From an optimization exercise on the open Yosys and OpenROAD flow, aimed at small area; shortcuts taken in it are not production practice.
At most, simulation tests tie the RTL to the original design; equivalence was not proved.

== job 101 ==
==> flow/design.v <==
module debounce(
    input  wire clk,        
    input  wire btn_in,     
    output reg  btn_out     
);
    reg [4:0] run;
    wire out_next = btn_out ^ run[4];
    wire differs  = btn_in ^ out_next;
    always @(posedge clk) begin
        btn_out <= out_next;
        if (differs)
            run <= {1'b0, run[3:0]} + 5'd1;
        else
            run <= 5'd0;
    end
endmodule
module clock_divider(
    input  wire clk_100MHz,  
    input  wire reset,       
    output wire clk_2Hz,
    output wire clk_1Hz,
    output wire clk_fast,
    output wire clk_blink,
    output wire fast_tick    
);
    reg [4:0] p1;
    reg [4:0] p2;
    reg [3:0] q;
    reg [2:0] q5;
    wire p1_wrap = p1[4] & p1[3];    
    wire p2_wrap = p2[4] & p2[3];    
    wire q5_wrap = q5[2];            
    always @(posedge clk_100MHz) begin
      if (reset) begin
        p1 <= 5'd0;
        p2 <= 5'd0;
        q  <= 4'd0;
        q5 <= 3'd0;
      end else begin
        p1 <= p1_wrap ? 5'd0 : p1 + 5'd1;
        if (p1_wrap) begin
          p2 <= p2_wrap ? 5'd0 : p2 + 5'd1;
          if (p2_wrap) begin
            q  <= q + 4'd1;
            q5 <= q5_wrap ? 3'd0 : q5 + 3'd1;
          end
        end
      end
    end
    assign clk_2Hz   = q[2];
    assign clk_1Hz   = q[3];
    assign clk_fast  = p2[0] ^ q[0];
    assign clk_blink = q[0] ^ q5[0];
    assign fast_tick = clk_fast & (p1 == 5'd0);
endmodule
module stopwatch(
    input  wire clk_100MHz,
    input  wire btn_reset,
    input  wire btn_pause,
    input  wire sw_adj,
    input  wire sw_sel,
    output reg  [6:0] seg,
    output reg  [3:0] an
);
  wire reset, pause, adjust, select;
  debounce db_reset (.clk(clk_100MHz), .btn_in(btn_reset), .btn_out(reset));
  debounce db_pause (.clk(clk_100MHz), .btn_in(btn_pause), .btn_out(pause));
  debounce db_adjust(.clk(clk_100MHz), .btn_in(sw_adj),    .btn_out(adjust));
  debounce db_select(.clk(clk_100MHz), .btn_in(sw_sel),    .btn_out(select));
  wire clk_2Hz, clk_1Hz, clk_fast, clk_blink, fast_tick;
  clock_divider clk_div_inst (
      .clk_100MHz(clk_100MHz),
      .reset(reset),
      .clk_2Hz(clk_2Hz),
      .clk_1Hz(clk_1Hz),
      .clk_fast(clk_fast),
      .clk_blink(clk_blink),
      .fast_tick(fast_tick)
  );
  reg minute_enable;
  wire sec_clk = (adjust &  select) ? clk_2Hz : clk_1Hz;
  wire min_clk = (adjust & ~select) ? clk_2Hz : minute_enable;
  reg sec_clk_q, min_clk_q;
  always @(posedge clk_100MHz) begin
      sec_clk_q <= sec_clk;
      min_clk_q <= min_clk;
  end
  wire sec_tick = sec_clk & ~sec_clk_q;
  wire min_tick = min_clk & ~min_clk_q;
  wire sec_pause = adjust ? ~select : pause;
  wire min_pause = adjust ?  select : pause;
  wire sec_en = sec_tick & ~sec_pause;
  wire min_en = min_tick & ~min_pause;
  function [3:0] ones_next(input [3:0] c);
      begin
          ones_next[0] = (~c[0]);
          ones_next[1] = (~c[0] & c[1]) | (c[0] & ~c[1] & ~c[3]);
          ones_next[2] = (~c[0] & c[2]) | (c[0] & c[1] & ~c[2]) | (~c[1] & c[2]);
          ones_next[3] = (c[0] & c[1] & c[2]) | (~c[0] & c[3]);
      end
  endfunction
  function [2:0] tens_next(input [2:0] c);
      begin
          tens_next[0] = (~c[0]);
          tens_next[1] = (c[0] & ~c[1] & ~c[2]) | (~c[0] & c[1]);
          tens_next[2] = (c[0] & c[1]) | (~c[0] & c[2]);
      end
  endfunction
  function ones_last(input [3:0] c);
      ones_last = (c[0] & c[3]);
  endfunction
  function tens_last(input [2:0] c);
      tens_last = (c[0] & c[2]);
  endfunction
  reg [3:0] sec_ones, min_ones;
  reg [2:0] sec_tens, min_tens;
  wire sec_ones_wrap = ones_last(sec_ones);
  wire sec_tens_wrap = tens_last(sec_tens);
  wire min_ones_wrap = ones_last(min_ones);
  wire min_tens_wrap = tens_last(min_tens);
  always @(posedge clk_100MHz) begin
      if (reset) begin
          sec_ones <= 4'b0000;
          sec_tens <= 3'b000;
          minute_enable <= 1'b0;
      end else begin
          if (sec_en) begin
              sec_ones <= ones_next(sec_ones);
              if (sec_ones_wrap)
                  sec_tens <= tens_next(sec_tens);
          end
          if (sec_tick)
              minute_enable <= sec_en & sec_ones_wrap & sec_tens_wrap;
      end
  end
  always @(posedge clk_100MHz) begin
      if (reset) begin
          min_ones <= 4'b0000;
          min_tens <= 3'b000;
      end else if (min_en) begin
          min_ones <= ones_next(min_ones);
          if (min_ones_wrap)
              min_tens <= tens_next(min_tens);
      end
  end
  reg [1:0] digit_sel;
  always @(posedge clk_100MHz) begin
      if (reset)
          digit_sel <= 2'd0;
      else if (fast_tick)
          digit_sel <= digit_sel + 2'd1;
  end
  wire blank = adjust & (select == digit_sel[1]) & clk_blink;
  reg [3:0] digit;
  always @(*) begin
      case (digit_sel)
          2'd0: digit = {1'b0, min_tens};
          2'd1: digit = min_ones;
          2'd2: digit = {1'b0, sec_tens};
          default: digit = sec_ones;
      endcase
  end
  wire [6:0] lit;
  assign lit[0] = (digit[3]) | (digit[0] & digit[2]) | (~digit[0] & ~digit[2]) | (digit[1]);
  assign lit[1] = (~digit[0] & ~digit[1]) | (~digit[2]) | (digit[0] & digit[1]);
  assign lit[2] = (~digit[1]) | (digit[2]) | (digit[0]);
  assign lit[3] = (digit[1] & ~digit[2]) | (~digit[0] & ~digit[2]) | (~digit[0] & digit[1]) | (digit[0] & ~digit[1] & digit[2]) | (digit[3]);
  assign lit[4] = (~digit[0] & ~digit[2]) | (~digit[0] & digit[1]);
  assign lit[5] = (~digit[1] & digit[2]) | (~digit[0] & digit[2]) | (~digit[0] & ~digit[1]) | (digit[3]);
  assign lit[6] = (~digit[0] & digit[2]) | (digit[1] & ~digit[2]) | (~digit[1] & digit[2]) | (digit[3]);
  wire [6:0] seg_code = ~lit;
  always @(*) begin
      seg = blank ? 7'b1111111 : seg_code;
      case (digit_sel)
          2'd0: an = 4'b0111;
          2'd1: an = 4'b1011;
          2'd2: an = 4'b1101;
          default: an = 4'b1110;
      endcase
  end
endmodule
clock: 10.0 ns
lec_check: 0
cap_margin: 20
core_margin: 2
core_utilization: 40
place_density: 0.6
slew_margin: 20
standard.sh (not shown) runs the stock make flow with config.mk's settings and CLKGATE_MAP_FILE= SYNTH_SCRIPT=/design/flow/synth_recipe.tcl, a recipe that flattens the netlist after the stock synthesis.
==> flow/flow/run.sh <==
#!/bin/bash
# Own layout flow: the standard synthesis, then an area-oriented re-mapping
# of its combinational logic (the registers are kept as they are), then the
# standard ORFS steps with minimum-size port buffers and a clock tree of
# small clock buffers.
set -euo pipefail
W=$PWD
R=$W/orfs/results/sky130hd/stopwatch/base
LIB=$FLOW_HOME/platforms/sky130hd/lib/sky130_fd_sc_hd__tt_025C_1v80.lib

bash standard.sh synth > $W/log_1_synth_standard.log 2>&1
cp $R/1_2_yosys.v $W/1_2_yosys_standard.v

# Re-map with ABC: SAT-based AIG optimisation (&deepsyn) with several seeds,
# each mapped two ways; keep the smallest netlist.
mkdir -p $W/reopt
run_one() {
  local tag=$1 seed=$2 mapper=$3
  echo "strash; &get -n; &deepsyn -T 20 -S $seed; &put; $mapper; topo" > $W/reopt/$tag.abc
  LIB=$LIB IN=$W/1_2_yosys_standard.v OUT=$W/reopt/$tag.v ABC_SCRIPT=$W/reopt/$tag.abc \
    yosys -c $W/flow/reopt.tcl > $W/log_1_reopt_$tag.log 2>&1 || true
}
for seeds in "1 2" "3 4"; do
  for seed in $seeds; do
    run_one s${seed}_dchf $seed "dch -f; amap" &
    run_one s${seed}_dch $seed "dch; amap" &
  done
  wait
done
best=""
best_area=1e30
for log in $W/log_1_reopt_*.log; do
  tag=${log#$W/log_1_reopt_}
  tag=${tag%.log}
  area=$(grep "Chip area for top module" $log | tail -1 | awk '{print $NF}')
  [[ -n "$area" && -s $W/reopt/$tag.v ]] || continue
  echo "$tag $area" >> $W/reopt/areas.txt
  if awk -v a=$area -v b=$best_area 'BEGIN{exit !(a < b)}'; then
    best=$tag
    best_area=$area
  fi
done
echo "chosen: $best $best_area" >> $W/reopt/areas.txt
if [[ -n "$best" ]]; then
  cp $W/reopt/$best.v $R/1_2_yosys.v
  touch $R/1_2_yosys.v
fi

CTS="-sink_clustering_enable -repair_clock_nets -dont_use_dummy_load"
CTS="$CTS -buf_list sky130_fd_sc_hd__clkbuf_4"
bash standard.sh "CTS_ARGS=$CTS" \
  "BUFFER_PORTS_ARGS=-buffer_cell sky130_fd_sc_hd__buf_1" \
  finish > $W/log_2_finish.log 2>&1
Other scripts of this flow, unchanged in this note and not shown: flow/flow/reopt.tcl
Relative to job 101, the following input files were edited for job 102:
--- a/flow/design.v
+++ b/flow/design.v
@@ -2,17 +2,17 @@
     input  wire clk,        
     input  wire btn_in,     
     output reg  btn_out     
 );
-    reg [4:0] run;
-    wire out_next = btn_out ^ run[4];
+    reg [3:0] run;
+    reg full;
+    wire out_next = btn_out ^ full;
     wire differs  = btn_in ^ out_next;
+    wire feedback = run[3] ^ ~(run[2] & ~run[1] & ~run[0]);
     always @(posedge clk) begin
         btn_out <= out_next;
-        if (differs)
-            run <= {1'b0, run[3:0]} + 5'd1;
-        else
-            run <= 5'd0;
+        run  <= differs ? {run[2:0], feedback} : 4'b0000;
+        full <= differs & (run == 4'b1000);
     end
 endmodule
 module clock_divider(
     input  wire clk_100MHz,  
### Flow results
Both conditions hold for job 102: the flow ran to the end and the final layout passed the timing, DRC and antenna checks. Compared with job 101, job 102 shows wire length lower by about 3%. Maximum frequency (job 101 / job 102): 1.10. Relative to job 101, sequential share of layout area increased by 0.46 points in job 102. Comparing job 102 with job 101, the layout overhead on the synthesized area came out essentially unchanged. Delta(data arrival time of the critical path, job 102 - job 101) > 0. Summary of job 102 over job 101: die footprint shrank by 60 um2, post-detailed-route DRC marker count about even.
Function not checked in job 101: the RTL went through the layout flow alone.

[what the ideal ports hide]
How much do the figures lean on ideal ports? The routed layouts below were timed once more, with nothing changed but the port constraints. Step 1 sets driving cells, clkbuf_16 on the clock port and buf_2 on the other inputs (assumed; they add their load-dependent delay and slew). Step 2 times the ports against the registers' clock, not the clock port: input delays grow and output delays shrink by t, the midpoint of the rising clock arrivals with the driver on. Three values: ideal, step 1, step 2; two values: the first two.
| run | t (ns) | setup slack, ns | cell pins on the clock port's net |
|---|---|---|---|
| job 101 | 0.396 | 5.893 / 5.869 / 6.265 | 1 |
| job 102 | 0.405 | 5.498 / 5.474 / 5.879 | 1 |
After both steps every run listed still meets setup and hold.
